What follows belongs to an exercise in optimizing a design on an open flow for small area and a short achievable clock period; a production flow would make more cautious choices. The RTL was checked by simulation tests, not by an equivalence proof against the original design. Power and IR drop assume default switching activity.

==> flow/design.v, too long to show whole: its modules and the start of the top module <==
// module alu: 1321 lines
module alu #(parameter DATA_WIDTH = 32, OP = 3)
(
    input wire start,
    input wire clk,
    input wire reset_n,
    input wire [DATA_WIDTH - 1 : 0] A,
    input wire [DATA_WIDTH - 1 : 0] B,
    input wire [OP - 1 : 0] op,
    output wire [DATA_WIDTH - 1 : 0] result,
    output reg done
);
  // ...
==> flow/run.sh <==
#!/bin/bash
# synth_recipe.tcl (not shown) runs the flow's synth.tcl, then flattens the netlist and writes it again
# the make line also repeats each setting of config.mk as NAME=value (left out here)
make -C /OpenROAD-flow-scripts/flow DESIGN_CONFIG=/design/flow/config.mk WORK_HOME=/design/flow/orfs CLKGATE_MAP_FILE= SYNTH_SCRIPT=/design/flow/synth_recipe.tcl finish
==> flow/config.mk <==
export PLATFORM = sky130hd
export DESIGN_NAME = alu
export DESIGN_NICKNAME = alu
export VERILOG_FILES = /design/flow/design.v
export SDC_FILE = /design/flow/constraint.sdc
export NUM_CORES = 4
export LEC_CHECK = 0
export CAP_MARGIN = 20
export CORE_MARGIN = 2
export CORE_UTILIZATION = 45
export SETUP_SLACK_MARGIN = 5
export SLEW_MARGIN = 20
==> flow/constraint.sdc <==
create_clock -name core_clock -period 9.5 [get_ports {clk}]
set_input_delay 1.9000 -clock core_clock [delete_from_list [all_inputs] [get_ports {clk}]]
set_output_delay 1.9000 -clock core_clock [all_outputs]
set_load 0.01 [all_outputs]
==> reports/results.tsv, run 1 <==
metric	value	unit
synthAdderAreaFrac	26.6	%
clk_pin_slew_worst_paths	0.07	ns
p_per_area	350	mW/mm^2
ios	103	
finalWirelength	108000	um
core	0.0487	mm^2
met1_length	40600	um
drv_cap	0	
post-dp-hpwl	67600	um
arrival	5.99	ns
required	9.88	ns
outcome	timing/DRC/antenna clean	
ys_async_sr_fraction	1.52	%
p_sw_share	48.3	%
inv_count	301	
yosys.area_share.xor_xnor	4.19	%
syn-cell-area	0.0222	mm^2
rr_worst_depth	22	
rows	81	
vias	25100	
final_nets	3498	
cp-end-kind	register	
clock_power	0.720	mW
start_kind	register	
yosysMostFrequentCell	a21oi_1	
drive_above_1_share	25.0	%
synth_top_family_by_area	compound AO/OA/AOI/OAI gates	
timing.setup.tns	0	ns
==> inputs of run 2 (changes only) <==
--- a/flow/config.mk
+++ b/flow/config.mk
@@ -9,4 +9,4 @@
 export CORE_MARGIN = 2
 export CORE_UTILIZATION = 45
-export SETUP_SLACK_MARGIN = 5
+export SETUP_SLACK_MARGIN = 3
 export SLEW_MARGIN = 20
==> reports/results.tsv, run 2 <==
metric	value	unit	change
hold_path_startpoint	done_reg$_DFF_PN0_		unchanged
antenna_found_initial	2		was 4
drc	0		unchanged
ys_async_sr_fraction	1.52	%	unchanged
drt_iter0_drc	3643		was 3920
skew	0.0232	ns	was 0.0302 ns
timing.setup.tns	0	ns	unchanged
drive_above_1_share	7.23	%	was 25.0%
ios	103		unchanged
clk_pin_slew_worst_paths	0.07	ns	about the same
ys_seq_area_share	12.0	%	unchanged
p_leak	10.2	nW	was 11.7 nW
fmax	160	MHz	was 178 MHz
regToRegStartpoint	b_r[12]$_DFF_P_		was b_r[1]$_DFF_P_
final_common_cell	a21oi_1		unchanged
avgRoutedWirePerCell	26.6	um	was 28.8 um
synthDistinctLibCells	68		unchanged
period_needed	6.24	ns	was 5.61 ns
syn_area_per_cell	7.34	um^2	unchanged
antenna_left	0		unchanged
core	0.0487	mm^2	unchanged
grt_overflow	0		unchanged
p_per_area	302	mW/mm^2	was 350 mW/mm^2
yosysTopAreaCellShare	17.7	%	unchanged
gp_congestion	0.987		was 0.976
final_nets	3341		was 3498
cts_tree	built		unchanged
whs	0.355	ns	was 0.358 ns
finalWirelength	95600	um	was 108000 um
numPortBuffers	102		unchanged
synth_edf_count	0		unchanged
slew_headroom	34.5	%	was 33.8%
worst_slack	3.26	ns	was 3.89 ns
setup_viol	0		unchanged
cp_num_buf_inv	3		unchanged
grt_pass1_vias	21400		was 23400
path_class	reg2reg		unchanged
peakVddDrop	0.297	mV	was 0.967 mV
vias	23400		was 25100
syn-cell-area	0.0222	mm^2	unchanged
synthTopCellsByCount	a21oi_1, inv_1, o21ai_0, clkbuf_1, nand2_1		unchanged
outcome	timing/DRC/antenna clean		unchanged
largestRegisters	a_r (32), b_r (32), p_r (32)		unchanged
arrival	6.59	ns	was 5.99 ns
cp-end-kind	register		unchanged
start_kind	register		unchanged
drv_cap	0		unchanged
yosysMostFrequentCell	a21oi_1		unchanged
root_buffer	clkbuf_16		unchanged
synth_flop_cell	dfxtp_1		unchanged
crit_chain	buf_4, inv_2, nor2_2, a22oi_1, o221ai_1, fa_1, fa_1, fa_1, fa_1, fa_1, inv_1, ha_1, xor2_1, xnor2_1, xnor2_1, xnor2_1, xnor2_1, xnor2_1, xnor2_1, a31o_2		was buf_12, nand2_2, o22ai_1, a21oi_1, nor2_1, a221oi_2, fa_1, inv_1, fa_1, fa_1, fa_1, fa_1, inv_2, ha_4, xor2_1, xnor2_1, xnor2_1, xnor2_1, xnor2_1, xnor2_1, xnor2_1, a31o_2
die_w	226	um	unchanged
critPathSlowestCell	fa_1		unchanged
yosysTopAreaCell	fa_1		unchanged
final_cell_mix	a21oi_1, inv_1, o21ai_0, nand2_1, nor2_1		was a21oi_1, nand2_1, nor2_1, inv_1, o21ai_0
min_path_type	reg2reg		unchanged
grt_max_degree	81		was 77
synthTopCellsByArea	fa_1, dfxtp_1, ha_1		unchanged
die_h	226	um	unchanged
syn2layout_area_growth	10.0	%	was 29.2%
clock_sinks	132		unchanged
syn_nets	3444		unchanged
instances_no_fill	3596		was 3754
first_pass_iters	6		was 8
initial_core_util	45.5	%	unchanged
post-dp-hpwl	68100	um	was 67600 um
hold_violations	0		unchanged
required	9.85	ns	was 9.88 ns
dp_worst_setup_slack	2.52	ns	was 2.71 ns
min_period_over_period	65.7	%	was 59.0%
dp.cells	3541		was 3527
diodes	0		was 1
ctsHtreeMaxLevel	4		unchanged
cts_buffers	17		unchanged
yosysWarnings	1		unchanged
crit_family	adder cells		unchanged
rsz0062_at_grt	false		was true
crit_start	b_r[12]$_DFF_P_		was b_r[1]$_DFF_P_
rows	81		unchanged
syn_inst	3022		unchanged
report.final.slew_viol_count	0		unchanged
path_common_cell	xnor2_1		unchanged
track_usage	36.8	%	was 42.0%
viasPerCell	6.52		was 6.69
dieArea	0.0511	mm^2	unchanged
tightestPinTransition	0.980	ns	was 0.991 ns
postCtsHoldBufs	0		unchanged
clock_path_buffers	2		unchanged
ys_ff_latch	132		unchanged
grt_pass1_wl	140000	um	was 156000 um
clk_latency	0.46	ns	was 0.50 ns
critPathMaxFanout	29		was 15
max_stage_delay	0.58	ns	was 0.57 ns
## run 2: changes by cell type in the layout (fill, tap and decap cells not counted), moves of 55 or more
cell,change
inv_2,-57
fa_2,-64
inv_1,+67
o21ai_1,-55
o21ai_0,+89
fa_1,+64
## run 2: final timing paths
kind / to / slack, ns / cells after the start
worst max-delay path: p_r[31]$_DFF_P_ / 3.26 / 20
worst min-delay path: done$_DFF_PN0_ / 0.36 / 0
worst max register to register: p_r[31]$_DFF_P_ / 3.26 / 20
worst min register to register: done$_DFF_PN0_ / 0.36 / 0
max in group asynchronous: done$_DFF_PN0_ / 7.77 / 1
min in group asynchronous: done_reg$_DFF_PN0_ / 1.61 / 1
## run 2: timing repair
item                                    in CTS  in global routing
setup buffers                                2                 20
pin swaps                                    0                  0
cloned                                       1                  0
endpoints found under the setup margin       2                  4
resized for setup                           14                 42
## run 2: cell type report
type                       count  area (um^2)
timing repair buffer         204         1870
timing repair inverter         1         5.00
multi-input combinational   2262        17200
clock inverter                14          175
sequential                   132         2700
tap                          664          831
clock buffer                  18          439
fill                        4754        24400
inverter                     301         1170
## run 2: worst register-to-register path, stage by stage (launching register included)
cell and delay [ns]:
dfxtp_1 0.32, buf_4 0.29, inv_2 0.32, nor2_2 0.56, a22oi_1 0.15, o221ai_1 0.33, fa_1 0.58, fa_1 0.46
fa_1 0.56, fa_1 0.46, fa_1 0.55, inv_1 0.04, ha_1 0.19, xor2_1 0.15, xnor2_1 0.19, xnor2_1 0.15
xnor2_1 0.16, xnor2_1 0.16, xnor2_1 0.15, xnor2_1 0.10, a31o_2 0.26
## run 2: logic make-up (layout without fill, tap and decap cells)
family                     count (synthesis)  count (layout)  synth area share, %
AOI/OAI and AO/OA                       1177            1177                 34.0
buffers and inverters                    628             538                 10.7
and+or+nand+nor                          586             586                 10.8
adders and majority gates                353             353                 26.6
DFF                                      132             132                 12.0
xor gates and xnor gates                 106             106                 4.19
muxes                                     40              40                 1.82
## run 2: stage by stage
step	utilization [%]	power (mW)	cell area, um^2
finish	50.0	7.37	24400
global placement	48.0	6.40	23400
detailed placement	48.0	6.44	23400
global route	50.0	7.95	24400
CTS	49.4	7.22	24100
floorplan	-	4.33	22200
## run 2: per-layer routing
| metal | wire length (um) | track usage (%) |
|---|---|---|
| met1 | 38100 | 49.7 |
| met2 | 40600 | 54.7 |
| met3 | 11100 | 9.06 |
| met4 | 5710 | 18.2 |
| met5 | 56 | 0 |
## run 2: report_power, final
group | leakage [nW] | total (mW) | switching [mW] | internal, mW
clock network | 0.296 | 0.711 | 0.288 | 0.423
logic | 8.81 | 5.84 | 3.36 | 2.48
registers | 1.11 | 0.817 | 0.166 | 0.651
total | 10.2 | 7.37 | 3.81 | 3.55
==> inputs of run 3 (changes only) <==
--- a/flow/config.mk
+++ b/flow/config.mk
@@ -9,4 +9,3 @@
 export CORE_MARGIN = 2
 export CORE_UTILIZATION = 45
-export SETUP_SLACK_MARGIN = 3
 export SLEW_MARGIN = 20
==> reports/results.tsv, run 3 <==
metric	value	unit	change
fmax	140	MHz	was 160 MHz
rows	81		unchanged
final_util	49.4	%	was 50.0%
ctsHtreeMaxLevel	4		unchanged
vias	23200		was 23400
ys_seq_area_share	12.0	%	unchanged
post-dp-hpwl	68100	um	unchanged
synth_edf_count	0		unchanged
syn2layout_area_growth	8.56	%	was 10.0%
syn_nets	3444		unchanged
max_stage_delay	0.79	ns	was 0.58 ns
grt_pass1_vias	21300		was 21400
crit_chain	clkinv_1, nor2_1, a22oi_1, o221ai_1, fa_1, fa_1, fa_1, inv_1, fa_1, inv_1, fa_1, fa_1, inv_1, ha_1, xor2_1, xnor2_1, xnor2_1, xnor2_1, xnor2_1, xnor2_1, xnor2_1, a31o_2		was buf_4, inv_2, nor2_2, a22oi_1, o221ai_1, fa_1, fa_1, fa_1, fa_1, fa_1, inv_1, ha_1, xor2_1, xnor2_1, xnor2_1, xnor2_1, xnor2_1, xnor2_1, xnor2_1, a31o_2
yosysTopAreaCell	fa_1		unchanged
grt_max_degree	81		unchanged
track_usage	36.7	%	was 36.8%
clk_latency	0.47	ns	was 0.46 ns
avgRoutedWirePerCell	26.5	um	was 26.6 um
arrival	7.51	ns	was 6.59 ns
clock_sinks	132		unchanged
period_needed	7.16	ns	was 6.24 ns
die_h	226	um	unchanged
antenna_found_initial	2		unchanged
yosysMostFrequentCell	a21oi_1		unchanged
drive_above_1_share	5.53	%	was 7.23%
syn_area_per_cell	7.34	um^2	unchanged
post_cts_resized	0		was 14
core	0.0487	mm^2	unchanged
ios	103		unchanged
cp_num_buf_inv	4		was 3
min_period_over_period	75.3	%	was 65.7%
critPathMaxFanout	19		was 29
gp_congestion	0.987		unchanged
cp-end-kind	register		unchanged
drv_cap	0		unchanged
ys_ff_latch	132		unchanged
clock_path_buffers	2		unchanged
cts_buffers	17		unchanged
cts_tree	built		unchanged
reg2reg_slack	2.34	ns	was 3.26 ns
dieArea	0.0511	mm^2	unchanged
die_w	226	um	unchanged
syn_inst	3022		unchanged
timing.setup.tns	0	ns	unchanged
critPathSlowestCell	clkinv_1		was fa_1
slew_headroom	26.6	%	was 34.5%
postCtsHoldBufs	0		unchanged
required	9.86	ns	was 9.85 ns
regToRegStartpoint	b_r[18]$_DFF_P_		was b_r[12]$_DFF_P_
synthTopCellsByCount	a21oi_1, inv_1, o21ai_0, clkbuf_1, nand2_1		unchanged
rr_worst_depth	22		was 20
drt_iter0_drc	3587		was 3643
clk_pin_slew_worst_paths	0.08	ns	was 0.07 ns
outcome	timing/DRC/antenna clean		unchanged
antenna_left	0		unchanged
finalWirelength	94600	um	was 95600 um
largestRegisters	a_r (32), b_r (32), p_r (32)		unchanged
min_path_cells	0		unchanged
hold_violations	0		unchanged
final_common_cell	a21oi_1		unchanged
min_path_type	reg2reg		unchanged
path_class	reg2reg		unchanged
p_per_area	305	mW/mm^2	was 302 mW/mm^2
postCtsSetupBuffers	0		was 2
grt_overflow	0		unchanged
p_leak	10.1	nW	was 10.2 nW
first_pass_iters	9		was 6
grt_pass1_wl	140000	um	about the same
start_kind	register		unchanged
setup_viol	0		unchanged
hold_path_startpoint	done_reg$_DFF_PN0_		unchanged
report.final.slew_viol_count	0		unchanged
worst_hold_path.endpoint	done$_DFF_PN0_		unchanged
initial_core_util	45.5	%	unchanged
rsz0062_at_grt	false		unchanged
numPortBuffers	102		unchanged
whs	0.355	ns	about the same
syn-cell-area	0.0222	mm^2	unchanged
synth_flop_cell	dfxtp_1		unchanged
drc	0		unchanged
synthDistinctLibCells	68		unchanged
final_nets	3319		was 3341
skew	0.0264	ns	was 0.0232 ns
crit_family	adder cells		unchanged
diodes	0		unchanged
synthTopCellsByArea	fa_1, dfxtp_1, ha_1		unchanged
r2r_end	p_r[31]$_DFF_P_		unchanged
peakVddDrop	0.290	mV	was 0.297 mV
yosysWarnings	1		unchanged
viasPerCell	6.50		was 6.52
root_buffer	clkbuf_16		unchanged
final_cell_mix	a21oi_1, inv_1, o21ai_0, nand2_1, nor2_1		unchanged
tightestPinTransition	1.10	ns	was 0.980 ns
ys_async_sr_fraction	1.52	%	unchanged
yosysTopAreaCellShare	17.7	%	unchanged
[run 3: per-stage QoR]
step           power (mW)  area [um^2]  worst slack (ns)  std cells
2_1_floorplan        4.33        22200              3.50       3022
3_3_place_gp         6.40        23400              2.53       3541
3_5_place_dp         6.44        23400              2.52       3541
4_1_cts              7.22        24000              2.55       3573
5_1_grt              7.94        24100              2.00       3574
6_report             7.34        24100              2.34       3574
[run 3: cell families (layout without fill, tap and decap cells)]
kind of cell	Yosys count	count (layout)	share of synthesized area (%)
AOI/OAI and AO/OA	1177	1177	34.0
xor gates and xnor gates	106	106	4.19
adders and majority gates	353	353	26.6
buffers and inverters	628	516	10.7
DFF	132	132	12.0
muxes	40	40	1.82
and+or+nand+nor	586	586	10.8
[run 3: area by class of cell]
type / count / area (um^2)
Clock buffer: 18 / 439
Fill cell: 4763 / 24700
Multi-Input combinational cell: 2262 / 17200
Timing Repair Buffer: 183 / 1650
Sequential cell: 132 / 2680
Inverter: 301 / 1130
Clock inverter: 14 / 175
Tap cell: 664 / 831
[run 3: power breakdown]
group	switching, mW	total (mW)	internal [mW]
Sequential	0.168	0.819	0.651
Combinational	3.34	5.81	2.47
Clock	0.289	0.712	0.423
[run 3: how the worst max path moves through the flow]
stage,from,endpoint,slack [ns],cells after the start
2_1_floorplan,b_r[1]$_DFF_P_,p_r[31]$_DFF_P_,3.50,24
3_3_place_gp,b_r[18]$_DFF_P_,p_r[31]$_DFF_P_,2.53,22
3_5_place_dp,b_r[18]$_DFF_P_,p_r[31]$_DFF_P_,2.52,22
4_1_cts,b_r[18]$_DFF_P_,p_r[31]$_DFF_P_,2.55,22
5_1_grt,b_r[18]$_DFF_P_,p_r[31]$_DFF_P_,2.00,22
6_report,b_r[18]$_DFF_P_,p_r[31]$_DFF_P_,2.34,22
[run 3: metal layers]
metal  vias to the layer above  part of all wire (%)  global-route usage [%]
met1                     11000                    40                    49.5
met2                      1583                    42                    54.0
met5                         -                 0.069                       0
met4                         4                   6.1                    19.2
li1                      10300                     -                       -
met3                       316                    12                    9.16

==> static timing again, ports no longer ideal <==
The flow's constraints put no driver on any port. The routed layouts listed below were extracted and timed again, unchanged, in two steps.
Step 1 (the two cells are an assumption about what drives the block):
set clk [get_ports {clk}]
set_driving_cell -lib_cell sky130_fd_sc_hd__clkbuf_16 $clk
set_driving_cell -lib_cell sky130_fd_sc_hd__buf_2 [delete_from_list [all_inputs] $clk]
Step 2 moves the port delays by t, midway between the first and last clock arrival at a register: inputs arrive t later, outputs are due t later. That takes back most of the time a late clock gives input paths.
Slacks: ideal ports / drivers / drivers and shift; pairs: ideal ports / drivers.
run	shift t [ns]	setup WS [ns]	worst hold slack (ns)	worst setup path at the end	cell pins on the clock port's net
run 1	0.542	3.891 / 3.891 / 3.891	0.358 / 0.358 / 0.358	register to register	1
run 2	0.502	3.263 / 3.263 / 3.263	0.355 / 0.355 / 0.355	register to register	1
run 3	0.504	2.342 / 2.342 / 2.342	0.355 / 0.355 / 0.355	register to register	1
After both steps setup and hold are still met in every run listed.
